What follows belongs to an exercise in optimizing a design on an open flow for small area, a short achievable clock period and few clock cycles; a production flow would make more cautious choices.
RTL that was checked went through simulation tests only; none was proved equivalent to the original.
Function not checked in runs 2 and 4 to 6: the RTL went through the layout flow alone.
No activity file was given, so power comes from the tool's default toggle rates.

$ cat constraint.sdc
create_clock -name core_clock -period 6.0 [get_ports {clk}]
set_input_delay 1.2000 -clock core_clock [delete_from_list [all_inputs] [get_ports {clk}]]
set_output_delay 1.2000 -clock core_clock [all_outputs]
set_load 0.01 [all_outputs]
$ cat flow/run.sh
#!/bin/bash
# Standard layout, with the port buffers made of the smallest buffer cell
# (the resizer upsizes them where timing needs it).
set -euo pipefail
export BUFFER_PORTS_ARGS="-buffer_cell sky130_fd_sc_hd__buf_1"
bash standard.sh finish > make_finish.log 2>&1
$ cat standard.sh
#!/bin/bash
# synth_recipe.tcl (not shown) runs the flow's synth.tcl, then flattens the netlist and writes it again
# the make line also repeats each setting of config.mk as NAME=value (left out here)
make -C /OpenROAD-flow-scripts/flow DESIGN_CONFIG=/design/flow/config.mk WORK_HOME=/design/flow/orfs CLKGATE_MAP_FILE= SYNTH_SCRIPT=/design/flow/synth_recipe.tcl "${@:-finish}"
$ cat config.mk
export PLATFORM = sky130hd
export DESIGN_NAME = drawLine
export DESIGN_NICKNAME = drawLine
export VERILOG_FILES = /design/flow/design.v
export SDC_FILE = /design/flow/constraint.sdc
export NUM_CORES = 4
export LEC_CHECK = 0
export ABC_CLOCK_PERIOD_IN_PS = 2500
export CAP_MARGIN = 20
export CORE_MARGIN = 2
export CORE_UTILIZATION = 40
export PLACE_DENSITY = 0.6
export SETUP_SLACK_MARGIN = 2.9
export SLEW_MARGIN = 20
export TNS_END_PERCENT = 0
$ cat design.v
module drawLine
    (
        output logic [18:0] addr  ,
        output logic [31:0] data  ,
        output logic        wr    ,
        input  logic        busy  ,
        input  logic        clk   ,
        input  logic        reset ,
        input  logic        clk_en,
        input  logic        start ,
        output logic        done  ,
        input  logic [31:0] dataa ,
        input  logic [31:0] datab ,
        input  logic  [7:0] n     ,
        output logic [31:0] result
    );
    logic        sa, sb, sc, sd, se, sf, sg, sw, run;   
    logic        single;                            
    logic        first;                             
    logic        steep, sgx, sgy;
    logic [10:0] freg;
    logic  [9:0] cnt;
    wire [9:0] rp = result[9:0];
    wire [9:0] rq = result[29:20];
    wire idle = ~(sa | sb | sc | sd | se | sf | sg | sw | run);
    wire [9:0] x0 = dataa[9:0];
    wire [9:0] y0 = dataa[19:10];
    wire [9:0] x1 = dataa[29:20];
    wire [9:0] y1 = datab[9:0];
    wire       empty = (x0 == x1) && (y0 == y1) && (n != 8'd0);
    logic       cci;
    wire [11:0] ccw = {1'b0, cnt, 1'b1} + {1'b0, ~rq, cci};
    wire        ccout = ccw[11];
    wire  [9:0] cc = ccw[10:1];
    wire        g    = ~freg[10];               
    logic       sbc;                            
    wire        fsel = sbc | g;
    wire        fci  = sb | g;
    wire [10:0] fop  = fsel ? ~{1'b0, rp} : {1'b0, rq};
    wire [11:0] fsw  = {freg, 1'b1} + {fop, fci};
    wire [10:0] fs   = fsw[11:1];
    wire  [9:0] bigD = steep ? rq : cnt;
    wire        mx  = ~first & (~steep | g);
    wire        my  = ~first & (steep | g);
    wire        xn  = mx & sgx;
    wire        h0  = my ^ xn;
    wire        h1  = my ? sgy : xn;
    wire        h2  = my ? ~sgy : xn;
    wire [18:0] addend = {{9{h1}}, h2, h1, h0, {6{xn}}, mx}
                       | {2'b00, rp & {10{sb}}, 7'd0}
                       | {9'd0, rq[9:7] & {3{sc}}, 7'd0};
    wire [18:0] asum = addr + addend;
    wire issue = ~busy;
    wire start_e = idle & start;
    wire ev_run  = (sg | run) & issue;           
    wire last    = (cnt == 10'd1);
    wire ev_one  = ((sc & single) | sw) & issue;  
    wire fin     = (ev_run & last) | ev_one;      
    wire        en_cnt  = start_e | sc | (sf & steep) | ev_run;
    wire  [9:0] d_cnt   = (sg | run) ? cnt - 10'd1 :
                          sc ? cc ^ {10{sgx}} :
                          sf ? rq : x1;
    wire        en_freg = start_e | sb | sc | sf | sg | (run & issue & ~first);
    wire [10:0] d_freg  = sf ? ~{2'b00, bigD[9:1]} :
                          idle ? {1'b0, y1} : fs;
    wire        en_addr = start_e | sb | sc | (run & issue);
    wire [18:0] d_addr  = idle ? {y0, 2'b00, x0[6:0]} : asum;
    wire        en_rp   = sa | sb | sf | fin;
    wire  [9:0] d_rp    = sa ? y0 : sb ? 10'd0 : sf ? cc ^ {10{steep}} : datab[9:0];
    wire        en_rq   = sa | sd | (sf & steep) | fin;
    wire  [9:0] d_rq    = sa ? x0 : sd ? freg[9:0] ^ {10{sgy}} : sf ? cnt : datab[29:20];
    wire        en_col  = sa | fin;
    assign data = {22'd0, result[19:10]};
    always_ff @(posedge clk) begin
        if (reset) begin
            sa     <= 1'b0;
            sb     <= 1'b0;
            sc     <= 1'b0;
            sd     <= 1'b0;
            se     <= 1'b0;
            sf     <= 1'b0;
            sg     <= 1'b0;
            sw     <= 1'b0;
            run    <= 1'b0;
            wr     <= 1'b0;
            done   <= 1'b0;
            result <= 32'd0;
        end else if (clk_en) begin
            sa   <= start_e & ~empty;
            sb   <= sa;
            sc   <= sb;
            sd   <= sc & ~single;
            se   <= sd;
            sf   <= se;
            sg   <= sf;
            sw   <= ((sc & single) | sw) & ~issue;
            run  <= (sg | run) & ~(issue & last);
            wr   <= ev_run | ev_one;
            done <= (start_e & empty) | fin;
            if (en_rp)  result[9:0]   <= d_rp;
            if (en_col) result[19:10] <= datab[19:10];
            if (en_rq)  result[29:20] <= d_rq;
            if (fin)    result[31:30] <= datab[31:30];
        end
    end
    always_ff @(posedge clk) begin
        if (clk_en) begin
            if (start_e) begin
                single <= (n == 8'd0);
            end
            cci <= sa | ((sb | se) & ccout);
            sbc <= sa | sb;
            if (start_e | ev_run)
                first <= start_e;
            if (sb)
                sgx <= ~ccout;
            if (sc)
                sgy <= freg[10];
            if (se)
                steep <= ~ccout;
            if (en_cnt)
                cnt <= d_cnt;
            if (en_freg)
                freg <= d_freg;
            if (en_addr)
                addr <= d_addr;
        end
    end
endmodule
==> results of run 1 <==
-- layout by cell type, fill, tap and decap left out, drive strengths merged, types with 4 or more instances in the layout --
cell / count
nand4: 7
a211oi: 60
mux2: 5
a2111oi: 7
nor3b: 5
mux2i: 30
o31ai: 5
conb: 22
o21a: 8
clkbuf: 16
xnor2: 57
buf: 172
xor2: 21
edfxtp: 47
nand2b: 7
nand3: 15
or4: 4
nor2: 117
nor4: 6
inv: 26
dfxtp: 43
ha: 40
a21oi: 80
nor2b: 22
o211ai: 8
nor3: 20
or2: 4
a31oi: 9
and2: 6
a21o: 23
o21ai: 38
nand2: 43
-- kinds of logic after synthesis --
kind of cell | synth area share [%]
other | 0.0504
AO/OA/AOI/OAI | 23.0
buffers and inverters | 7.57
adder cells (fa/ha/maj) | 7.54
XOR/XNOR | 9.49
flip-flops | 30.6
AND/OR/NAND/NOR | 17.0
multiplexers | 4.79
-- area by class of cell --
cell class | instances | area share [%]
clock buffer | 13 | 3.02
clock inverter | 3 | 0.174
inverter | 26 | 1.13
multi-input combinational | 705 | 56.0
sequential | 90 | 26.4
tap | 229 | 3.32
timing repair buffer | 175 | 10.0
-- worst reg2reg max path, delay by kind of cell (launching register included) --
family	cells	cell delay (ns)
XOR/XNOR	1	0.16
AND/OR/NAND/NOR	5	0.45
AO/OA/AOI/OAI	4	0.78
flip-flops	1	0.45
multiplexers	1	0.27
buffers and inverters	3	0.48
adder cells (fa/ha/maj)	1	0.28
-- final timing paths --
kind	end	startpoint	slack, ns	depth (start not counted)
worst max-delay path	addr[11]	steep	2.87	15
worst min-delay path	done	done	0.51	2
worst max register to register	addr[11]	steep	2.87	15
worst min register to register	done	done	0.51	2
-- layer usage --
layer  up-vias  wire, um
met3        41      1930
met1      3353     10800
met4         0       649
li1       3406         -
met5         -         0
met2       325     11600
-- repair_timing --
| item | 4_1_cts | 5_1_grt |
|---|---|---|
| hold endpoints to repair | 0 | 0 |
| hold buffers | 0 | 0 |
| setup endpoints to repair | 38 | 54 |
| setup buffers | 4 | 24 |
| gates resized for setup | 7 | 30 |
| cloned | 0 | 2 |
| pin swaps | 1 | 11 |
-- power by group through the flow --
stage	clock, mW	sequential [mW]	combinational (mW)
3_5_place_dp	0	0.743	0.486
6_report	0.559	0.730	0.520
2_1_floorplan	0	0.732	0.359
4_1_cts	0.567	0.729	0.492
5_1_grt	0.586	0.732	0.570
3_3_place_gp	0	0.743	0.482
-- registers in the layout, indices dropped and copies added, names as in the netlist, 10 cells and up --
register  count
addr         19
freg         11
cnt          10
result       32
-- metrics by stage --
stage	utilization, %	power [mW]	std cells
2_1_floorplan	-	1.09	900
6_report	47.7	1.81	1241
3_5_place_dp	43.8	1.23	1195
5_1_grt	47.7	1.89	1241
3_3_place_gp	43.8	1.22	1195
4_1_cts	45.7	1.79	1215
==> flow_metrics.py, run 1 <==
metrics = {
    "sta": {
        "final_max_slew_viol_count": 0,
        "rsz0062_at_grt": "yes",
        "max_freq_ghz": 0.319,
        "layout_setup_ws_ns": 2.87,
        "setup_violations": 0,
        "hold_slack_ns": 0.509,
        "finalHoldViolations": 0,
        "fin_tns_setup_ns": 0,
        "layout_min_cycle_time_ns": 3.13,
        "relSlewSlack_pct": 30.6,
        "period_share_pct": 52.2,
        "skew_ns": 0.00967,
        "tightest_slew_ns": 1.04,
    },
    "power": {
        "intPower_mw": 1.20,
        "power_frac_seq_pct": 40.4,
        "p_comb_share_pct": 28.7,
        "p_clk_share_pct": 30.9,
        "power_leakage_nw": 3.31,
        "power_switching_mw": 0.608,
        "switching_share_pct": 33.6,
        "power.density_nw_per_um2": 210,
        "peakVddDrop_mv": 0.147,
    },
    "global_routing": {
        "use_met1_pct": 33.0,
        "grtUsageMet3_pct": 4.14,
        "grt_use_met2_pct": 38.8,
        "overflow": 0,
        "grt-busiest-layer": "met2",
        "grt_max_degree": 61,
        "grt_pass1_wl_um": 36500,
        "grt_antenna_before_repair": 0,
        "grt_usage_pct": 24.0,
        "first_global_vias": 6277,
    },
    "setup_path": {
        "crit_path_frequent_cell": "nor2_1",
        "path_buf_inv": 3,
        "cpPeakStageDelay_ns": 0.45,
        "crit_fanout": 6,
        "crit_family": "compound AO/OA/AOI/OAI gates",
        "slowest_stage": "edfxtp_1",
        "crit_path_end_kind": "register",
        "critical_path.cell_chain": "buf_12, nor2b_4, mux2i_2, nor2_4, a221o_1, ha_4, nand2_4, a211oi_2, a221oi_2, buf_4, buf_6, nor2_1, nor2_1, xor2_1, a21oi_1",
        "critPathRequiredTime_ns": 6.10,
        "crit_type": "register to register",
        "cp-start-kind": "register",
        "arrival_ns": 3.24,
    },
    "place": {
        "gp_congestion": 0.949,
        "dp_hpwl_um": 17900,
        "portBuffers": 137,
        "placed_area_sq_um": 7930,
        "place_ws_ns": 2.25,
    },
    "logic_synthesis": {
        "ys_types": 66,
        "synthesis.area_sq_um": 7440,
        "syn_inst": 879,
        "synthTopCellsByCount": "nor2_1, a21oi_1, a211oi_1",
        "synth_top_area_share_pct": 19.0,
        "synth_seq_cells": 90,
        "async_flop_share_pct": 0,
        "netlist_top_cells_area": "edfxtp_1, dfxtp_1, ha_1",
        "ys_warn_count": 1,
        "yosysMostFrequentCell": "nor2_1",
        "synth-edff-count": 47,
        "synthFlopType": "edfxtp_1",
        "avgSynthCellArea_sq_um": 8.46,
        "synth-seq-area-share_pct": 30.6,
        "synth_top_area_cell": "edfxtp_1",
    },
    "clock_network": {
        "h-tree-depth": 3,
        "cts_buffers": 9,
        "ctsLongestPathBuffers": 2,
        "clkTransAtPathRegs_ns": 0.07,
        "clock_latency_ns": 0.36,
        "cts_tree": "yes",
        "cts_root_buf": "clkbuf_16",
        "clkSinkCount": 90,
    },
    "final_layout": {
        "seqCellArea_sq_um": 2270,
        "area_delta_synth_final_pct": 16.0,
        "nets": 1127,
        "final_area_sq_um": 8630,
        "fillCellCount": 1795,
        "antenna_cells": 0,
        "multiInputGateArea_sq_um": 4830,
        "drive_above_1_share_pct": 9.58,
    },
    "floorplanning": {
        "rows": 49,
        "coreArea_sq_um": 18100,
        "start_util_pct": 41.1,
        "fp.dieH_um": 140,
        "chipWidth_um": 140,
        "dieArea_sq_um": 19700,
        "io_pins": 162,
    },
    "route": {
        "antenna_left": 0,
        "viasPerCell": 5.74,
        "routed_wirelength_um": 24900,
        "drt_iter0_drc": 584,
        "drc": 0,
        "route.vias.total": 7125,
        "first_pass_iters": 8,
        "routedWlPerCell_um": 20.1,
    },
    "hold_path": {
        "min_path_type": "register to register",
    },
    "status": {
        "status": "timing/DRC/antenna clean",
    },
    "run": {
        "cap_violations": 0,
    },
}
Testbench counts, summed over its fixed seeds: cycles 75,107.
==> run 2: changes to the inputs <==
--- a/design.v
+++ b/design.v
@@ -29,11 +29,10 @@
     wire [9:0] y1 = datab[9:0];
     wire       empty = (x0 == x1) && (y0 == y1) && (n != 8'd0);
-    logic       cci;
+    wire        cci = sb | (sc & ~sgx) | (sf & ~steep);
     wire [11:0] ccw = {1'b0, cnt, 1'b1} + {1'b0, ~rq, cci};
     wire        ccout = ccw[11];
     wire  [9:0] cc = ccw[10:1];
     wire        g    = ~freg[10];               
-    logic       sbc;                            
-    wire        fsel = sbc | g;
+    wire        fsel = sb | sc | g;
     wire        fci  = sb | g;
     wire [10:0] fop  = fsel ? ~{1'b0, rp} : {1'b0, rq};
@@ -109,6 +108,4 @@
                 single <= (n == 8'd0);
             end
-            cci <= sa | ((sb | se) & ccout);
-            sbc <= sa | sb;
             if (start_e | ev_run)
                 first <= start_e;
--- a/config.mk
+++ b/config.mk
@@ -13,3 +13,2 @@
 export SETUP_SLACK_MARGIN = 2.9
 export SLEW_MARGIN = 20
-export TNS_END_PERCENT = 0
==> flow_metrics.py, run 2 <==
metrics = {
    "logic_synthesis": {
        "yosysMostFrequentCell": "a21oi_1",
        "synth_top_area_share_pct": 18.4,
        "synth_top_area_cell": "edfxtp_1",
        "synth-edff-count": 45,
        "avgSynthCellArea_sq_um": 8.37,
        "synthesis.area_sq_um": 7340,
        "ys_warn_count": 1,
        "synthFlopType": "edfxtp_1",
        "netlist_top_cells_area": "edfxtp_1, dfxtp_1, a21oi_1",
        "synthTopCellsByCount": "a21oi_1, nor2_1, a211oi_1",
        "synth-seq-area-share_pct": 30.1,
        "ys_types": 65,
        "async_flop_share_pct": 0,
        "synth_seq_cells": 88,
        "syn_inst": 877,
    },
    "run": {
        "cap_violations": 0,
    },
    "final_layout": {
        "area_delta_synth_final_pct": 17.1,
        "drive_above_1_share_pct": 11.8,
        "antenna_cells": 0,
        "layoutNonFillerInstCount": 1233,
        "fillCellCount": 1785,
        "largestRegisters": "result (32), addr (19), freg (11)",
        "final_area_sq_um": 8600,
        "nets": 1119,
        "mostFrequentLayoutCell": "buf_1",
        "layout_common_cells": "buf_1, nor2_1, a21oi_1",
        "top_register": "result",
        "largest_reg_flops": 32,
    },
    "route": {
        "first_pass_iters": 5,
        "routed_wirelength_um": 24100,
        "drt_iter0_drc": 596,
        "antenna_left": 0,
        "drc": 0,
        "routedWlPerCell_um": 19.6,
        "viasPerCell": 5.64,
        "route.vias.total": 6957,
    },
    "setup_path": {
        "r2r_setup_slack_ns": 2.77,
        "crit_type": "register to register",
        "cpPeakStageDelay_ns": 0.39,
        "critPathRequiredTime_ns": 6.10,
        "critical_path.cell_chain": "buf_6, nor2b_4, mux2i_2, nor2_4, a221o_1, ha_4, and4_1, and3_1, a21oi_2, a21boi_2, o311a_1, o311ai_2, a21oi_1",
        "crit_path_end_kind": "register",
        "cp-start-kind": "register",
        "arrival_ns": 3.33,
        "slowest_stage": "edfxtp_1",
        "reg2reg_depth": 13,
        "crit_family": "compound AO/OA/AOI/OAI gates",
        "rr_startpoint": "steep",
        "crit_fanout": 22,
        "r2r_end": "addr[15]",
        "path_buf_inv": 1,
    },
    "sta": {
        "period_share_pct": 53.8,
        "rsz0062_at_grt": "yes",
        "skew_ns": 0.00748,
        "layout_min_cycle_time_ns": 3.23,
        "tightest_slew_ns": 1.08,
        "fin_tns_setup_ns": 0,
        "finalHoldViolations": 0,
        "max_freq_ghz": 0.310,
        "relSlewSlack_pct": 27.2,
        "final_max_slew_viol_count": 0,
        "setup_violations": 0,
    },
    "global_routing": {
        "grt_pass1_wl_um": 36300,
        "grt_antenna_before_repair": 0,
        "grt_max_degree": 78,
        "grt_usage_pct": 24.1,
        "overflow": 0,
        "first_global_vias": 6285,
    },
    "status": {
        "status": "timing/DRC/antenna clean",
    },
    "hold_path": {
        "min_to": "result[30]",
        "holdPathStages": 2,
        "min_path_type": "register to register",
        "min_from": "result[30]",
    },
    "clock_network": {
        "clkTransAtPathRegs_ns": 0.08,
        "hold_buffers": 0,
        "ctsLongestPathBuffers": 2,
        "cts_tree": "yes",
        "h-tree-depth": 3,
        "clkSinkCount": 88,
        "cts_buffers": 9,
        "cts_root_buf": "clkbuf_16",
        "clock_latency_ns": 0.37,
    },
    "floorplanning": {
        "dieArea_sq_um": 19500,
        "fp.dieH_um": 139,
        "io_pins": 162,
        "coreArea_sq_um": 18000,
        "start_util_pct": 40.9,
        "chipWidth_um": 139,
        "rows": 49,
    },
    "power": {
        "power.density_nw_per_um2": 214,
        "peakVddDrop_mv": 0.138,
        "power_leakage_nw": 3.25,
    },
    "place": {
        "dp_hpwl_um": 17600,
        "portBuffers": 137,
        "dp.cells": 1197,
        "placed_area_sq_um": 7900,
        "gp_congestion": 0.942,
    },
}
run 2: cell types whose count changed in the layout (fill, tap and decap cells not counted), sizes merged, moves of 5 or more:
cell,previous run,this run
a21oi,80,100
nor2,117,100
xor2,21,37
xnor2,57,45
inv,26,35
a211oi,60,52
nand3,15,7
a2111oi,7,1
clkbuf,16,10
buf,172,167
run 2: layer usage:
| layer | GRT usage (%) | part of all wire (%) | up-vias | wire, um |
|---|---|---|---|---|
| li1 | - | - | 3386 | - |
| met1 | 35.2 | 46 | 3271 | 11100 |
| met2 | 36.8 | 44 | 266 | 10700 |
| met3 | 3.61 | 7.2 | 34 | 1740 |
| met4 | 7.34 | 2.2 | 0 | 525 |
| met5 | 0 | 0 | - | 0 |
run 2: how the worst max path moves through the flow:
stage	slack [ns]	startpoint	to	cells after the start
after floorplan	2.86	steep	addr[15]	12
after global placement	2.23	sgx	addr[15]	11
after detailed placement	2.14	sgx	addr[15]	11
after CTS	2.81	freg[10]	addr[15]	12
after global routing	2.70	steep	addr[15]	13
final	2.77	steep	addr[15]	13
run 2: metrics by stage:
| step | total power [mW] | hold WS (ns) | utilization [%] | setup WS (ns) |
|---|---|---|---|---|
| after global routing | 1.92 | 0.490 | 47.9 | 2.70 |
| after floorplan | 1.07 | 0.476 | - | 2.86 |
| final | 1.84 | 0.462 | 47.9 | 2.77 |
| after global placement | 1.21 | 0.444 | 43.9 | 2.23 |
| after detailed placement | 1.21 | 0.451 | 44.0 | 2.14 |
| after CTS | 1.82 | 0.461 | 46.7 | 2.81 |
run 2: kinds of logic (layout without fill, tap and decap cells):
kind of cell / after synthesis / in the layout / synth area share (%)
adders and majority gates: 43 / 43 / 7.64
xor gates and xnor gates: 83 / 83 / 10.2
DFF: 88 / 88 / 30.1
buffers and inverters: 108 / 213 / 7.35
and+or+nand+nor: 244 / 245 / 15.9
AOI/OAI and AO/OA: 275 / 275 / 23.8
muxes: 35 / 35 / 4.93
other: 1 / 22 / 0.0511
run 2: layout make-up:
class                      instances  area [sq um]  area share [%]
tap                              229           287            3.33
timing repair buffer             168           757            8.80
multi-input combinational        703          4940            57.4
clock buffer                       9           225            2.62
clock inverter                     7          68.8           0.800
sequential                        88          2210            25.8
inverter                          29           109            1.27
run 2: repair_timing:
action,4_1_cts,5_1_grt
resized for setup,25,45
pin swaps,10,14
endpoints found under the setup margin,27,30
cloned,0,1
setup buffers,15,4
hold endpoints to repair,0,0
run 2: worst min-delay path, delay by kind of cell, from the launching register on:
| kind | cells | cell delay [ns] |
|---|---|---|
| AND/OR/NAND/NOR | 1 | 0.05 |
| flip-flops | 1 | 0.31 |
| AO/OA/AOI/OAI | 1 | 0.05 |
run 2: power breakdown:
part           switching (mW)  internal, mW
Combinational           0.318         0.217
Sequential             0.0386         0.672
Clock                   0.300         0.296
==> run 3: changes to the inputs <==
--- a/design.v
+++ b/design.v
@@ -49,5 +49,8 @@
                        | {2'b00, rp & {10{sb}}, 7'd0}
                        | {9'd0, rq[9:7] & {3{sc}}, 7'd0};
-    wire [18:0] asum = addr + addend;
+    wire [10:0] alo   = {1'b0, addr[9:0]} + {1'b0, addend[9:0]};
+    wire  [8:0] ahi0  = addr[18:10] + addend[18:10];
+    wire  [8:0] ahi1  = addr[18:10] + addend[18:10] + 9'd1;
+    wire [18:0] asum  = {alo[10] ? ahi1 : ahi0, alo[9:0]};
     wire issue = ~busy;
     wire start_e = idle & start;
==> flow/run.sh (replaced) <==
#!/bin/bash
# Standard layout, with the port buffers made of the smallest buffer cell
# (the resizer upsizes them where timing needs it), and the resizer's power
# recovery (downsizing gates off the critical paths) after global routing.
set -euo pipefail
export BUFFER_PORTS_ARGS="-buffer_cell sky130_fd_sc_hd__buf_1"
export RECOVER_POWER=100
bash standard.sh finish > make_finish.log 2>&1
==> flow_metrics.py, run 3 <==
metrics = {
    "route": {
        "drc": 0,
        "first_pass_iters": 5,
        "routed_wirelength_um": 23100,
        "antenna_left": 0,
        "routedWlPerCell_um": 19.0,
        "route.vias.total": 6602,
        "viasPerCell": 5.43,
        "drt_iter0_drc": 535,
    },
    "place": {
        "gp_congestion": 0.890,
        "dp.cells": 1178,
        "portBuffers": 137,
        "placed_area_sq_um": 7810,
        "dp_hpwl_um": 17200,
    },
    "sta": {
        "layout_min_cycle_time_ns": 4.33,
        "setup_violations": 0,
        "relSlewSlack_pct": -48.6,
        "rsz0062_at_grt": "yes",
        "skew_ns": 0.0104,
        "period_share_pct": 72.1,
        "fin_tns_setup_ns": 0,
        "max_freq_ghz": 0.231,
        "finalHoldViolations": 0,
        "tightest_slew_ns": 2.23,
        "final_max_slew_viol_count": 116,
    },
    "logic_synthesis": {
        "synthesis.area_sq_um": 7240,
        "ys_types": 61,
        "avgSynthCellArea_sq_um": 8.41,
        "async_flop_share_pct": 0,
        "netlist_top_cells_area": "edfxtp_1, dfxtp_1, xnor2_1",
        "ys_warn_count": 1,
        "synthFlopType": "edfxtp_1",
        "synth-seq-area-share_pct": 30.5,
        "synth_seq_cells": 88,
        "syn_inst": 861,
        "yosysMostFrequentCell": "nor2_1",
        "synth_top_area_cell": "edfxtp_1",
        "synthTopCellsByCount": "nor2_1, a21oi_1, xnor2_1",
        "synth-edff-count": 45,
        "synth_top_area_share_pct": 18.7,
    },
    "setup_path": {
        "critPathRequiredTime_ns": 6.10,
        "reg2reg_depth": 12,
        "r2r_setup_slack_ns": 1.67,
        "arrival_ns": 4.43,
        "startpoint": "steep",
        "crit_type": "register to register",
        "crit_fanout": 22,
        "cpPeakStageDelay_ns": 1.18,
        "rr_startpoint": "steep",
        "critical_path.cell_chain": "clkbuf_1, a21oi_4, and2_0, ha_1, a21o_1, nand4_1, and3_1, o31ai_4, nand3_1, nor4_1, xnor2_1, a21oi_1",
        "r2r_end": "addr[18]",
        "crit_path_end_kind": "register",
        "slowest_stage": "clkbuf_1",
        "cp-start-kind": "register",
    },
    "power": {
        "power.density_nw_per_um2": 220,
        "power_leakage_nw": 3.14,
        "peakVddDrop_mv": 0.157,
    },
    "final_layout": {
        "layoutNonFillerInstCount": 1216,
        "drive_above_1_share_pct": 8.51,
        "top_register": "result",
        "area_delta_synth_final_pct": 15.3,
        "layout_common_cells": "buf_1, nor2_1, a21oi_1",
        "largestRegisters": "result (32), addr (19), freg (11)",
        "antenna_cells": 0,
        "mostFrequentLayoutCell": "buf_1",
        "nets": 1105,
        "largest_reg_flops": 32,
        "final_area_sq_um": 8360,
        "fillCellCount": 1809,
    },
    "clock_network": {
        "clock_latency_ns": 0.36,
        "clkTransAtPathRegs_ns": 0.07,
        "cts_tree": "yes",
        "clkSinkCount": 88,
        "cts_buffers": 9,
        "ctsLongestPathBuffers": 2,
        "h-tree-depth": 3,
        "hold_buffers": 0,
        "cts_root_buf": "clkbuf_16",
    },
    "hold_path": {
        "holdPathStages": 2,
        "min_path_type": "register to register",
        "min_from": "result[30]",
        "min_to": "result[30]",
    },
    "status": {
        "failed_checks": "capacitance limit, slew limit",
        "status": "complete, but fails checks",
    },
    "run": {
        "cap_violations": 4,
    },
    "floorplanning": {
        "start_util_pct": 40.6,
        "chipWidth_um": 139,
        "fp.dieH_um": 139,
        "io_pins": 162,
        "dieArea_sq_um": 19200,
        "rows": 49,
        "coreArea_sq_um": 17800,
    },
    "global_routing": {
        "grt_antenna_before_repair": 0,
        "grt_max_degree": 64,
        "first_global_vias": 6183,
        "grt_pass1_wl_um": 35200,
        "overflow": 0,
        "grt_usage_pct": 23.5,
    },
}
-- run 3: changes by cell type after synthesis, sizes merged, moves of 5 or more --
cell	before	now
o21a	12	6
nand2	44	52
nand2b	10	3
a211oi	52	46
xnor2	45	71
or3	7	2
xor2	37	23
-- run 3: stage by stage --
step | setup WS (ns) | util (%) | power, mW | hold WS (ns)
after CTS | 2.90 | 46.8 | 1.84 | 0.512
after floorplan | 2.91 | - | 1.09 | 0.477
after global placement | 2.28 | 43.8 | 1.22 | 0.474
after global routing | 1.38 | 46.8 | 1.93 | 0.537
final | 1.67 | 46.8 | 1.84 | 0.506
after detailed placement | 2.25 | 43.8 | 1.22 | 0.491
-- run 3: cell families after synthesis --
kind of cell / after synthesis / share of synthesized area [%]
XOR/XNOR: 95 / 11.7
adder cells (fa/ha/maj): 46 / 8.36
flip-flops: 88 / 30.5
AND/OR/NAND/NOR: 243 / 15.7
AO/OA/AOI/OAI: 242 / 21.1
multiplexers: 36 / 5.08
other: 1 / 0.0518
buffers and inverters: 110 / 7.48
-- run 3: worst max-delay path, delay by kind of cell, from the launching register on --
family | cells | cell delay [ns]
buffers and inverters | 1 | 1.18
AO/OA/AOI/OAI | 4 | 0.62
AND/OR/NAND/NOR | 5 | 1.29
adder cells (fa/ha/maj) | 1 | 0.41
flip-flops | 1 | 0.40
XOR/XNOR | 1 | 0.16
-- run 3: power by group --
part | internal [mW] | total, mW | switching [mW]
sequential | 0.673 | 0.709 | 0.0369
combinational | 0.225 | 0.540 | 0.315
clock | 0.295 | 0.587 | 0.292
total | 1.19 | 1.84 | 0.644
-- run 3: repair_timing --
item,in CTS,in global routing
resized for setup,26,24
endpoints found under the hold margin,0,0
setup buffers,13,8
gates cloned,1,0
endpoints found under the setup margin,20,22
pin swaps,11,12
-- run 3: final cells by class --
| type | instances | area [sq um] | area share [%] |
|---|---|---|---|
| flip-flops and latches | 88 | 2210 | 26.5 |
| clock buffers | 9 | 225 | 2.70 |
| multi-input cells | 685 | 4730 | 56.6 |
| inverters | 32 | 120 | 1.44 |
| repair buffers | 166 | 713 | 8.54 |
| clock inverters | 7 | 71.3 | 0.854 |
| well taps | 229 | 287 | 3.43 |
-- run 3: layer usage --
metal,vias to the layer above,GRT usage (%),part of all wire (%),wire (um)
li1,3268,-,-,-
met1,3049,31.8,43,9900
met2,250,38.5,48,11100
met3,35,4.28,7.0,1610
met4,0,7.25,2.4,557
met5,-,0,0,0
-- run 3: how the worst max path moves through the flow --
stage / cells past startpoint / endpoint / slack, ns
after floorplan: 13 / addr[18] / 2.91
after global placement: 13 / addr[18] / 2.28
after detailed placement: 13 / addr[18] / 2.25
after CTS: 15 / addr[18] / 2.90
after global routing: 12 / addr[18] / 1.38
final: 12 / addr[18] / 1.67
Testbench counts of run 3, summed over its fixed seeds: cycles 75,107.
==> run 4: changes to the inputs <==
--- a/design.v
+++ b/design.v
@@ -40,17 +40,10 @@
     wire [10:0] fs   = fsw[11:1];
     wire  [9:0] bigD = steep ? rq : cnt;
-    wire        mx  = ~first & (~steep | g);
-    wire        my  = ~first & (steep | g);
-    wire        xn  = mx & sgx;
-    wire        h0  = my ^ xn;
-    wire        h1  = my ? sgy : xn;
-    wire        h2  = my ? ~sgy : xn;
-    wire [18:0] addend = {{9{h1}}, h2, h1, h0, {6{xn}}, mx}
-                       | {2'b00, rp & {10{sb}}, 7'd0}
-                       | {9'd0, rq[9:7] & {3{sc}}, 7'd0};
-    wire [10:0] alo   = {1'b0, addr[9:0]} + {1'b0, addend[9:0]};
-    wire  [8:0] ahi0  = addr[18:10] + addend[18:10];
-    wire  [8:0] ahi1  = addr[18:10] + addend[18:10] + 9'd1;
-    wire [18:0] asum  = {alo[10] ? ahi1 : ahi0, alo[9:0]};
+    logic nf, kx, nkx, ky, nky, s_hi, s_9, s_7, s_lo, s_0;
+    wire [18:0] setup_op = {2'b00, rp & {10{sb}}, 7'd0}
+                         | {9'd0, rq[9:7] & {3{sc}}, 7'd0};
+    wire [18:0] add_d = {{9{ky}}, nky, ky, nkx, {6{kx}}, nf};
+    wire [18:0] add_s = {{9{s_hi}}, s_9, s_hi, s_7, {6{s_lo}}, s_0};
+    wire [18:0] asum = addr + ((g & run) ? add_d : (add_s | setup_op));
     wire issue = ~busy;
     wire start_e = idle & start;
@@ -113,4 +106,16 @@
             if (start_e | ev_run)
                 first <= start_e;
+            if (start_e | (ev_run & first)) begin
+                nf   <= ~start_e;
+                kx   <= ~start_e & sgx;
+                nkx  <= ~start_e & ~sgx;
+                ky   <= ~start_e & sgy;
+                nky  <= ~start_e & ~sgy;
+                s_hi <= ~start_e & (steep ? sgy : sgx);
+                s_9  <= ~start_e & (steep ? ~sgy : sgx);
+                s_7  <= ~start_e & (steep | sgx);
+                s_lo <= ~start_e & ~steep & sgx;
+                s_0  <= ~start_e & ~steep;
+            end
             if (sb)
                 sgx <= ~ccout;
==> flow/run.sh (replaced) <==
#!/bin/bash
# Standard layout, with the port buffers made of the smallest buffer cell
# (the resizer upsizes them where timing needs it).
set -euo pipefail
export BUFFER_PORTS_ARGS="-buffer_cell sky130_fd_sc_hd__buf_1"
bash standard.sh finish > make_finish.log 2>&1
==> flow_metrics.py, run 4 <==
metrics = {
    "status": {
        "status": "timing/DRC/antenna clean",
    },
    "setup_path": {
        "r2r_end": "addr[12]",
        "crit_path_frequent_cell": "a21o_1",
        "rr_startpoint": "freg[10]",
        "cp-start-kind": "register",
        "arrival_ns": 3.20,
        "crit_fanout": 4,
        "reg2reg_depth": 12,
        "crit_path_end_kind": "register",
        "slowest_stage": "edfxtp_1",
        "cpPeakStageDelay_ns": 0.43,
        "critPathRequiredTime_ns": 6.10,
        "critical_path.cell_chain": "nand2b_4, mux2_4, ha_4, fa_2, a21o_1, a21o_1, a211oi_4, buf_4, o211ai_1, a31oi_1, xor2_1, o21ai_1",
        "crit_type": "register to register",
        "r2r_setup_slack_ns": 2.90,
    },
    "hold_path": {
        "min_path_type": "register to register",
        "min_to": "result[30]",
        "min_from": "result[30]",
        "holdPathStages": 2,
    },
    "logic_synthesis": {
        "synth_seq_cells": 98,
        "ys_types": 84,
        "syn_inst": 911,
        "synthTopCellsByCount": "nor2_1, a21oi_1, nand2_1",
        "synth_top_area_cell": "edfxtp_1",
        "yosysMostFrequentCell": "nor2_1",
        "synth_top_area_share_pct": 20.8,
        "async_flop_share_pct": 0,
        "netlist_top_cells_area": "edfxtp_1, dfxtp_1, ha_1",
        "ys_warn_count": 1,
        "synthesis.area_sq_um": 7930,
        "synthFlopType": "edfxtp_1",
        "synth-seq-area-share_pct": 31.7,
        "synth-edff-count": 55,
        "avgSynthCellArea_sq_um": 8.70,
    },
    "route": {
        "route.vias.total": 7217,
        "routed_wirelength_um": 26200,
        "first_pass_iters": 5,
        "viasPerCell": 5.59,
        "drc": 0,
        "routedWlPerCell_um": 20.3,
        "drt_iter0_drc": 641,
        "antenna_left": 0,
    },
    "place": {
        "dp_hpwl_um": 19000,
        "place_ws_ns": 2.35,
        "gp_congestion": 0.936,
        "portBuffers": 137,
        "placed_area_sq_um": 8410,
        "dp.cells": 1257,
    },
    "global_routing": {
        "overflow": 0,
        "first_global_vias": 6542,
        "grt_usage_pct": 24.5,
        "grt_max_degree": 46,
        "grt_antenna_before_repair": 1,
        "grt_pass1_wl_um": 38200,
    },
    "clock_network": {
        "h-tree-depth": 3,
        "cts_root_buf": "clkbuf_16",
        "clkSinkCount": 98,
        "clkTransAtPathRegs_ns": 0.08,
        "ctsLongestPathBuffers": 2,
        "cts_buffers": 9,
        "hold_buffers": 0,
        "clock_latency_ns": 0.36,
        "cts_tree": "yes",
    },
    "final_layout": {
        "largest_reg_flops": 32,
        "final_area_sq_um": 9100,
        "fillCellCount": 1933,
        "seqCellArea_sq_um": 2520,
        "layout_common_cells": "buf_1, nor2_1, a21oi_1",
        "largestRegisters": "result (32), addr (19), freg (11)",
        "nets": 1139,
        "top_register": "result",
        "area_delta_synth_final_pct": 14.9,
        "layoutNonFillerInstCount": 1290,
        "multiInputGateArea_sq_um": 5140,
        "fin_util_pct": 46.8,
        "drive_above_1_share_pct": 12.1,
        "mostFrequentLayoutCell": "buf_1",
    },
    "sta": {
        "rsz0062_at_grt": "yes",
        "setup_violations": 0,
        "period_share_pct": 51.7,
        "layout_min_cycle_time_ns": 3.10,
        "tightest_slew_ns": 0.845,
        "fin_tns_setup_ns": 0,
        "max_freq_ghz": 0.322,
        "hold_slack_ns": 0.462,
        "layout_setup_ws_ns": 2.90,
        "finalHoldViolations": 0,
        "skew_ns": 0.0120,
        "relSlewSlack_pct": 43.5,
        "final_max_slew_viol_count": 0,
    },
    "floorplanning": {
        "start_util_pct": 40.7,
        "fp.dieH_um": 145,
        "chipWidth_um": 145,
        "rows": 51,
        "coreArea_sq_um": 19500,
        "io_pins": 162,
        "dieArea_sq_um": 21000,
    },
    "power": {
        "power_leakage_nw": 3.35,
        "power.density_nw_per_um2": 219,
        "peakVddDrop_mv": 0.135,
        "finalPower_mw": 1.99,
    },
    "run": {
        "cap_violations": 0,
    },
}
run 4: cell types whose count changed after synthesis, moves of 6 or more:
cell,delta
clkbuf_1,-6
edfxtp_1,+10
inv_1,-10
nand2_1,+15
o21ai_0,+10
xnor2_1,-25
buf_2,+8
xor2_1,+13
run 4: worst max-delay path: cells and delay by family (launching register included):
kind / cells / cell delay, ns
AOI/OAI and AO/OA: 6 / 1.02
and+or+nand+nor: 1 / 0.21
adders and majority gates: 2 / 0.52
muxes: 1 / 0.33
DFF: 1 / 0.43
buffers and inverters: 1 / 0.16
xor gates and xnor gates: 1 / 0.17
run 4: cells by family (layout without fill, tap and decap cells):
kind of cell | after synthesis | after routing | share of synthesized area [%]
buf+inv | 113 | 203 | 7.86
mux | 38 | 38 | 5.26
fa+ha+maj | 43 | 43 | 7.07
xor+xnor | 87 | 87 | 10.5
flops | 98 | 98 | 31.7
simple gates | 274 | 276 | 16.7
compound gates | 257 | 257 | 20.8
other cells | 1 | 23 | 0.0473
run 4: layout make-up:
type	count	area share (%)
multi-input cells	723	56.4
flip-flops and latches	98	27.7
repair buffers	160	7.64
well taps	265	3.64
clock buffers	11	2.67
inverters	27	1.25
clock inverters	5	0.673
diodes	1	0.0275
run 4: worst max path at each step:
stage	from	to	cells after the start
finish	freg[10]	addr[12]	12
global route	freg[10]	addr[16]	11
floorplan	freg[10]	addr[16]	12
CTS	freg[10]	freg[10]	13
global placement	freg[10]	addr[16]	11
detailed placement	freg[10]	addr[16]	11
run 4: metal layers:
layer / share of wire [%] / vias to the layer above / wire length (um) / track usage, %
met5: 0 / - / 0 / 0
met4: 3.9 / 0 / 1030 / 9.91
met3: 8.7 / 53 / 2270 / 4.44
met2: 44 / 347 / 11600 / 38.8
met1: 43 / 3355 / 11300 / 33.1
li1: - / 3462 / - / -
run 4: timing repair:
item,4_1_cts,5_1_grt
cloned,1,1
resized for setup,21,45
endpoints found under the hold margin,0,0
setup buffers,8,6
pin swaps,5,19
endpoints found under the setup margin,62,49
run 4: where the power goes:
part,switching [mW],internal [mW],total (mW),leakage [nW]
Clock,0.277,0.338,0.615,0.150
Sequential,0.0411,0.752,0.793,0.866
Combinational,0.347,0.234,0.582,2.33
Total,0.666,1.32,1.99,3.35
==> run 5: changes to the inputs <==
--- a/design.v
+++ b/design.v
@@ -29,10 +29,11 @@
     wire [9:0] y1 = datab[9:0];
     wire       empty = (x0 == x1) && (y0 == y1) && (n != 8'd0);
-    wire        cci = sb | (sc & ~sgx) | (sf & ~steep);
+    logic       cci;
     wire [11:0] ccw = {1'b0, cnt, 1'b1} + {1'b0, ~rq, cci};
     wire        ccout = ccw[11];
     wire  [9:0] cc = ccw[10:1];
     wire        g    = ~freg[10];               
-    wire        fsel = sb | sc | g;
+    logic       sbc;                            
+    wire        fsel = sbc | g;
     wire        fci  = sb | g;
     wire [10:0] fop  = fsel ? ~{1'b0, rp} : {1'b0, rq};
@@ -52,4 +53,5 @@
     wire ev_one  = ((sc & single) | sw) & issue;  
     wire fin     = (ev_run & last) | ev_one;      
+    wire fin_ld  = ((sg | run) & last) | (sc & single) | sw;
     wire        en_cnt  = start_e | sc | (sf & steep) | ev_run;
     wire  [9:0] d_cnt   = (sg | run) ? cnt - 10'd1 :
@@ -61,9 +63,9 @@
     wire        en_addr = start_e | sb | sc | (run & issue);
     wire [18:0] d_addr  = idle ? {y0, 2'b00, x0[6:0]} : asum;
-    wire        en_rp   = sa | sb | sf | fin;
+    wire        en_rp   = sa | sb | sf | fin_ld;
     wire  [9:0] d_rp    = sa ? y0 : sb ? 10'd0 : sf ? cc ^ {10{steep}} : datab[9:0];
-    wire        en_rq   = sa | sd | (sf & steep) | fin;
+    wire        en_rq   = sa | sd | (sf & steep) | fin_ld;
     wire  [9:0] d_rq    = sa ? x0 : sd ? freg[9:0] ^ {10{sgy}} : sf ? cnt : datab[29:20];
-    wire        en_col  = sa | fin;
+    wire        en_col  = sa | fin_ld;
     assign data = {22'd0, result[19:10]};
     always_ff @(posedge clk) begin
@@ -96,5 +98,5 @@
             if (en_col) result[19:10] <= datab[19:10];
             if (en_rq)  result[29:20] <= d_rq;
-            if (fin)    result[31:30] <= datab[31:30];
+            if (fin_ld) result[31:30] <= datab[31:30];
         end
     end
@@ -104,4 +106,6 @@
                 single <= (n == 8'd0);
             end
+            cci <= sa | ((sb | se) & ccout);
+            sbc <= sa | sb;
             if (start_e | ev_run)
                 first <= start_e;
--- a/config.mk
+++ b/config.mk
@@ -11,4 +11,4 @@
 export CORE_UTILIZATION = 40
 export PLACE_DENSITY = 0.6
-export SETUP_SLACK_MARGIN = 2.9
+export SETUP_SLACK_MARGIN = 3.1
 export SLEW_MARGIN = 20
==> flow_metrics.py, run 5 <==
metrics = {
    "place": {
        "portBuffers": 137,
        "placed_area_sq_um": 8440,
        "gp_congestion": 0.913,
        "dp_hpwl_um": 18900,
    },
    "global_routing": {
        "grt_pass1_wl_um": 39000,
        "first_global_vias": 6794,
        "grt_antenna_before_repair": 0,
        "grt_max_degree": 77,
        "grt_usage_pct": 25.0,
        "overflow": 0,
    },
    "power": {
        "peakVddDrop_mv": 0.147,
        "power_leakage_nw": 3.46,
        "p_clk_share_pct": 29.3,
        "intPower_mw": 1.32,
        "power_frac_seq_pct": 40.7,
        "switching_share_pct": 34.2,
        "power.density_nw_per_um2": 215,
        "power_switching_mw": 0.684,
        "p_comb_share_pct": 30.0,
    },
    "logic_synthesis": {
        "synth-seq-area-share_pct": 32.8,
        "synth-edff-count": 57,
        "synth_top_area_share_pct": 21.8,
        "synthesis.area_sq_um": 7850,
        "synthFlopType": "edfxtp_1",
        "yosysMostFrequentCell": "nand2_1",
        "netlist_top_cells_area": "edfxtp_1, dfxtp_1, ha_1",
        "async_flop_share_pct": 0,
        "avgSynthCellArea_sq_um": 8.54,
        "ys_warn_count": 1,
        "synth_top_area_cell": "edfxtp_1",
        "synth_seq_cells": 100,
        "synthTopCellsByCount": "nand2_1, a21oi_1, nor2_1",
        "syn_inst": 919,
        "ys_types": 68,
    },
    "floorplanning": {
        "fp.dieH_um": 144,
        "coreArea_sq_um": 19300,
        "start_util_pct": 40.6,
        "rows": 51,
        "chipWidth_um": 144,
        "dieArea_sq_um": 20800,
        "io_pins": 162,
    },
    "sta": {
        "layout_min_cycle_time_ns": 3.27,
        "max_freq_ghz": 0.306,
        "fin_tns_setup_ns": 0,
        "relSlewSlack_pct": 22.6,
        "tightest_slew_ns": 1.16,
        "rsz0062_at_grt": "yes",
        "period_share_pct": 54.5,
        "skew_ns": 0.0118,
        "final_max_slew_viol_count": 0,
        "setup_violations": 0,
        "finalHoldViolations": 0,
    },
    "final_layout": {
        "layout_common_cells": "buf_1, nand2_1, nor2_1",
        "multiInputGateArea_sq_um": 5120,
        "drive_above_1_share_pct": 12.5,
        "largestRegisters": "result (32), addr (19), freg (11)",
        "seqCellArea_sq_um": 2580,
        "area_delta_synth_final_pct": 18.5,
        "antenna_cells": 0,
        "nets": 1167,
        "top_register": "result",
        "final_area_sq_um": 9300,
        "fin_util_pct": 48.1,
        "mostFrequentLayoutCell": "buf_1",
        "largest_reg_flops": 32,
        "fillCellCount": 1913,
    },
    "setup_path": {
        "crit_fanout": 7,
        "crit_path_end_kind": "register",
        "arrival_ns": 3.36,
        "cp-start-kind": "register",
        "critPathRequiredTime_ns": 6.09,
        "crit_type": "register to register",
    },
    "route": {
        "first_pass_iters": 5,
        "drc": 0,
        "routed_wirelength_um": 26400,
        "viasPerCell": 5.72,
        "route.vias.total": 7529,
        "routedWlPerCell_um": 20.0,
        "antenna_left": 0,
        "drt_iter0_drc": 683,
    },
    "clock_network": {
        "cts_tree": "yes",
        "clkSinkCount": 100,
        "hold_buffers": 0,
        "ctsLongestPathBuffers": 2,
        "clkTransAtPathRegs_ns": 0.07,
        "clock_latency_ns": 0.36,
        "cts_root_buf": "clkbuf_16",
        "h-tree-depth": 3,
        "cts_buffers": 9,
    },
    "run": {
        "cap_violations": 0,
    },
    "hold_path": {
        "min_path_type": "register to register",
    },
    "status": {
        "status": "timing/DRC/antenna clean",
    },
}
## run 5: changes by cell type after synthesis, sizes merged, moves of 7 or more
cell and delta:
buf -19, nand2 +21, a21oi -10, o21ai -14, xor2 -11, nand3 +7, clkbuf +17, nor2 -16
mux2i -9
## run 5: per-stage QoR
stage	std cells	setup WS, ns	power [mW]	hold slack [ns]
floorplan	940	2.88	1.20	0.481
global placement	1268	1.88	1.34	0.449
detailed placement	1268	1.81	1.34	0.449
CTS	1303	2.82	1.95	0.460
global route	1317	2.66	2.09	0.490
finish	1317	2.73	2.00	0.467
## run 5: final timing paths
| path | start | endpoint | slack (ns) | depth (start not counted) |
|---|---|---|---|---|
| setup / recovery | freg[10] | addr[14] | 2.73 | 10 |
| setup reg to reg | freg[10] | addr[14] | 2.73 | 10 |
| hold / removal | result[30] | result[30] | 0.47 | 2 |
| hold reg to reg | result[30] | result[30] | 0.47 | 2 |
## run 5: final cells by class
class | count | share of cell area (%)
well taps | 265 | 3.57
inverters | 32 | 1.32
multi-input cells | 727 | 55.1
clock inverters | 6 | 0.525
repair buffers | 177 | 9.20
flip-flops and latches | 100 | 27.7
clock buffers | 10 | 2.57
## run 5: kinds of logic after synthesis
group / after synthesis / synth area share, %
simple gates: 285 / 17.1
mux: 29 / 3.86
fa+ha+maj: 43 / 7.14
flops: 100 / 32.8
buf+inv: 114 / 6.98
xor+xnor: 73 / 8.87
other cells: 1 / 0.0478
compound gates: 274 / 23.2
## run 5: repair_timing
| action | in CTS | in global routing |
|---|---|---|
| buffers inserted | 18 | 13 |
| pin swaps | 5 | 15 |
| gates resized for setup | 32 | 44 |
| cloned | 1 | 0 |
| setup endpoints to repair | 99 | 90 |
## run 5: power by group through the flow
stage,clock network [mW],registers (mW),logic (mW)
floorplan,0,0.817,0.379
global placement,0,0.828,0.513
detailed placement,0,0.829,0.515
CTS,0.592,0.813,0.544
global route,0.618,0.817,0.659
finish,0.586,0.814,0.601
## run 5: metal layers
layer | routed length, um | up-vias | part of all wire, % | track usage, %
met5 | 0 | - | 0 | 0
met3 | 2000 | 75 | 7.6 | 3.51
met4 | 1090 | 0 | 4.1 | 9.91
li1 | - | 3564 | - | -
met1 | 11100 | 3506 | 42 | 33.3
met2 | 12200 | 384 | 46 | 41.1
## run 5: worst max-delay path, cell delays in order (launching register included)
cell      delay, ns
edfxtp_1       0.46
nand2b_4       0.23
mux2_4         0.33
ha_4           0.17
fa_2           0.35
a211o_1        0.28
a2111o_1       0.45
a21oi_4        0.23
o21bai_1       0.08
a211oi_1       0.28
o31ai_1        0.13
==> run 6: changes to the inputs <==
--- a/config.mk
+++ b/config.mk
@@ -11,4 +11,4 @@
 export CORE_UTILIZATION = 40
 export PLACE_DENSITY = 0.6
-export SETUP_SLACK_MARGIN = 3.1
+export SETUP_SLACK_MARGIN = 3.3
 export SLEW_MARGIN = 20
==> flow_metrics.py, run 6 <==
metrics = {
    "logic_synthesis": {
        "synth-edff-count": 57,
        "synthesis.area_sq_um": 7850,
        "ys_types": 68,
        "synthTopCellsByCount": "nand2_1, a21oi_1, nor2_1",
        "synth_seq_cells": 100,
        "synthFlopType": "edfxtp_1",
        "synth-seq-area-share_pct": 32.8,
        "netlist_top_cells_area": "edfxtp_1, dfxtp_1, ha_1",
        "ys_warn_count": 1,
        "yosysMostFrequentCell": "nand2_1",
        "async_flop_share_pct": 0,
        "syn_inst": 919,
        "synth_top_area_share_pct": 21.8,
        "avgSynthCellArea_sq_um": 8.54,
        "synth_top_area_cell": "edfxtp_1",
    },
    "place": {
        "dp.cells": 1268,
        "placed_area_sq_um": 8440,
        "dp_hpwl_um": 18900,
        "portBuffers": 137,
        "gp_congestion": 0.941,
    },
    "power": {
        "p_comb_share_pct": 30.5,
        "peakVddDrop_mv": 0.161,
        "finalPower_mw": 2.07,
        "power_switching_mw": 0.702,
        "power_leakage_nw": 3.62,
        "p_clk_share_pct": 30.2,
        "switching_share_pct": 33.9,
        "power_frac_seq_pct": 39.3,
        "intPower_mw": 1.37,
        "power.density_nw_per_um2": 214,
    },
    "route": {
        "viasPerCell": 5.68,
        "routedWlPerCell_um": 20.0,
        "first_pass_iters": 5,
        "route.vias.total": 7606,
        "drc": 0,
        "routed_wirelength_um": 26800,
        "drt_iter0_drc": 650,
        "antenna_left": 0,
    },
    "clock_network": {
        "clkSinkCount": 100,
        "hold_buffers": 0,
        "cts_root_buf": "clkbuf_16",
        "clkTransAtPathRegs_ns": 0.08,
        "ctsLongestPathBuffers": 2,
        "cts_tree": "yes",
        "h-tree-depth": 3,
        "cts_buffers": 9,
        "clock_latency_ns": 0.36,
    },
    "floorplanning": {
        "start_util_pct": 40.6,
        "chipWidth_um": 144,
        "coreArea_sq_um": 19300,
        "dieArea_sq_um": 20800,
        "io_pins": 162,
        "fp.dieH_um": 144,
        "rows": 51,
    },
    "final_layout": {
        "largest_reg_flops": 32,
        "largestRegisters": "result (32), addr (19), freg (11)",
        "mostFrequentLayoutCell": "buf_1",
        "layout_common_cells": "buf_1, nand2_1, nor2_1",
        "final_area_sq_um": 9670,
        "fillCellCount": 1884,
        "top_register": "result",
        "nets": 1189,
        "antenna_cells": 0,
        "layoutNonFillerInstCount": 1339,
        "drive_above_1_share_pct": 16.4,
        "area_delta_synth_final_pct": 23.2,
    },
    "setup_path": {
        "crit_path_end_kind": "register",
        "crit_fanout": 5,
        "arrival_ns": 3.34,
        "cp-start-kind": "register",
        "crit_type": "register to register",
        "critPathRequiredTime_ns": 6.10,
    },
    "global_routing": {
        "grt_antenna_before_repair": 0,
        "grt_pass1_wl_um": 39300,
        "grt_max_degree": 77,
        "first_global_vias": 6973,
        "grt_usage_pct": 25.2,
        "overflow": 0,
    },
    "status": {
        "status": "timing/DRC/antenna clean",
    },
    "sta": {
        "rsz0062_at_grt": "yes",
        "max_freq_ghz": 0.308,
        "fin_tns_setup_ns": 0,
        "skew_ns": 0.00935,
        "final_max_slew_viol_count": 0,
        "tightest_slew_ns": 1.14,
        "finalHoldViolations": 0,
        "hold_slack_ns": 0.463,
        "setup_violations": 0,
        "relSlewSlack_pct": 24.3,
        "layout_min_cycle_time_ns": 3.24,
        "period_share_pct": 54.1,
    },
    "hold_path": {
        "min_path_type": "register to register",
    },
    "run": {
        "cap_violations": 0,
    },
}
[run 6: power groups by stage]
stage	combinational, mW	clock (mW)	sequential [mW]
CTS	0.558	0.634	0.813
global placement	0.513	0	0.828
finish	0.632	0.625	0.813
global route	0.689	0.660	0.816
detailed placement	0.515	0	0.829
floorplan	0.379	0	0.817
[run 6: final cells by class]
cell class / instances / area (sq um) / area share (%)
clock buffers: 9 / 225 / 2.33
inverters: 32 / 126 / 1.31
clock inverters: 7 / 77.6 / 0.802
well taps: 265 / 332 / 3.43
flip-flops and latches: 100 / 2580 / 26.7
multi-input cells: 727 / 5270 / 54.5
repair buffers: 199 / 1050 / 10.9
[run 6: through the flow]
stage	setup slack (ns)	utilization (%)
after CTS	2.84	47.3
after global routing	2.66	50.0
after floorplan	2.88	-
after detailed placement	1.78	43.6
after global placement	1.87	43.6
final	2.76	50.0
[run 6: cell families (layout without fill, tap and decap cells)]
kind of cell / Yosys count / after routing / share of synthesized area, %
other cells: 1 / 22 / 0.0478
buf+inv: 114 / 247 / 6.98
compound gates: 274 / 274 / 23.2
simple gates: 285 / 286 / 17.1
flops: 100 / 100 / 32.8
fa+ha+maj: 43 / 43 / 7.14
xor+xnor: 73 / 73 / 8.87
mux: 29 / 29 / 3.86
[run 6: worst paths after layout]
path / from / to / slack, ns / cells after the start
hold / removal: result[31] / result[31] / 0.46 / 2
hold reg to reg: result[31] / result[31] / 0.46 / 2
setup reg to reg: freg[10] / addr[14] / 2.76 / 10
setup / recovery: freg[10] / addr[14] / 2.76 / 10
[run 6: worst max-delay path: stages, from the launching register on]
cell      delay (ns)
edfxtp_1        0.45
nand2b_4        0.22
mux2_4          0.33
ha_4            0.17
fa_2            0.35
a211o_1         0.28
a2111o_1        0.49
a21oi_4         0.26
o21bai_1        0.11
a211oi_2        0.21
o31ai_1         0.10
[run 6: per-layer routing]
metal	vias up	global-route usage, %	part of all wire, %
met2	336	41.4	46
met5	-	0	0
met1	3607	32.9	42
li1	3597	-	-
met3	66	4.34	7.2
met4	0	10.6	4.2
[run 6: timing repair]
| item | CTS | global route |
|---|---|---|
| endpoints found under the setup margin | 127 | 95 |
| resized for setup | 56 | 59 |
| pin swaps | 9 | 34 |
| cloned | 3 | 0 |
| buffers inserted | 20 | 32 |

[static timing again, ports no longer ideal]
How much do the figures lean on ideal ports? The routed layouts below were timed once more, with nothing changed but the port constraints. Step 1: set_driving_cell puts a clkbuf_16 on clk and a buf_2 on each other input, an assumption about the parent block. Step 2 moves the port delays by t, midway between the first and last clock arrival at a register: inputs arrive t later, outputs are due t later. That takes back most of the time a late clock gives input paths. a / b / c = ideal / step 1 / step 2; a / b = the first two.
| run | t, ns | setup WS [ns] | slew at the worst register clock pin (ns) | worst slew at a driven data input, ns |
|---|---|---|---|---|
| run 1 | 0.405 | 2.866 / 2.866 / 2.646 | 0.07 / 0.07 | 0.05 |
| run 2 | 0.408 | 2.771 / 2.771 / 2.771 | 0.08 / 0.08 | 0.05 |
| run 3 | 0.401 | 1.672 / 1.672 / 1.672 | 0.08 / 0.08 | 0.04 |
| run 4 | 0.391 | 2.896 / 2.896 / 2.797 | 0.08 / 0.08 | 0.07 |
| run 5 | 0.393 | 2.730 / 2.730 / 2.730 | 0.08 / 0.08 | 0.07 |
| run 6 | 0.397 | 2.756 / 2.756 / 2.756 | 0.08 / 0.08 | 0.06 |
For run 1, which loses most, drivers alone change the setup slack by 0.000 ns; drivers and shift together by -0.220 ns.
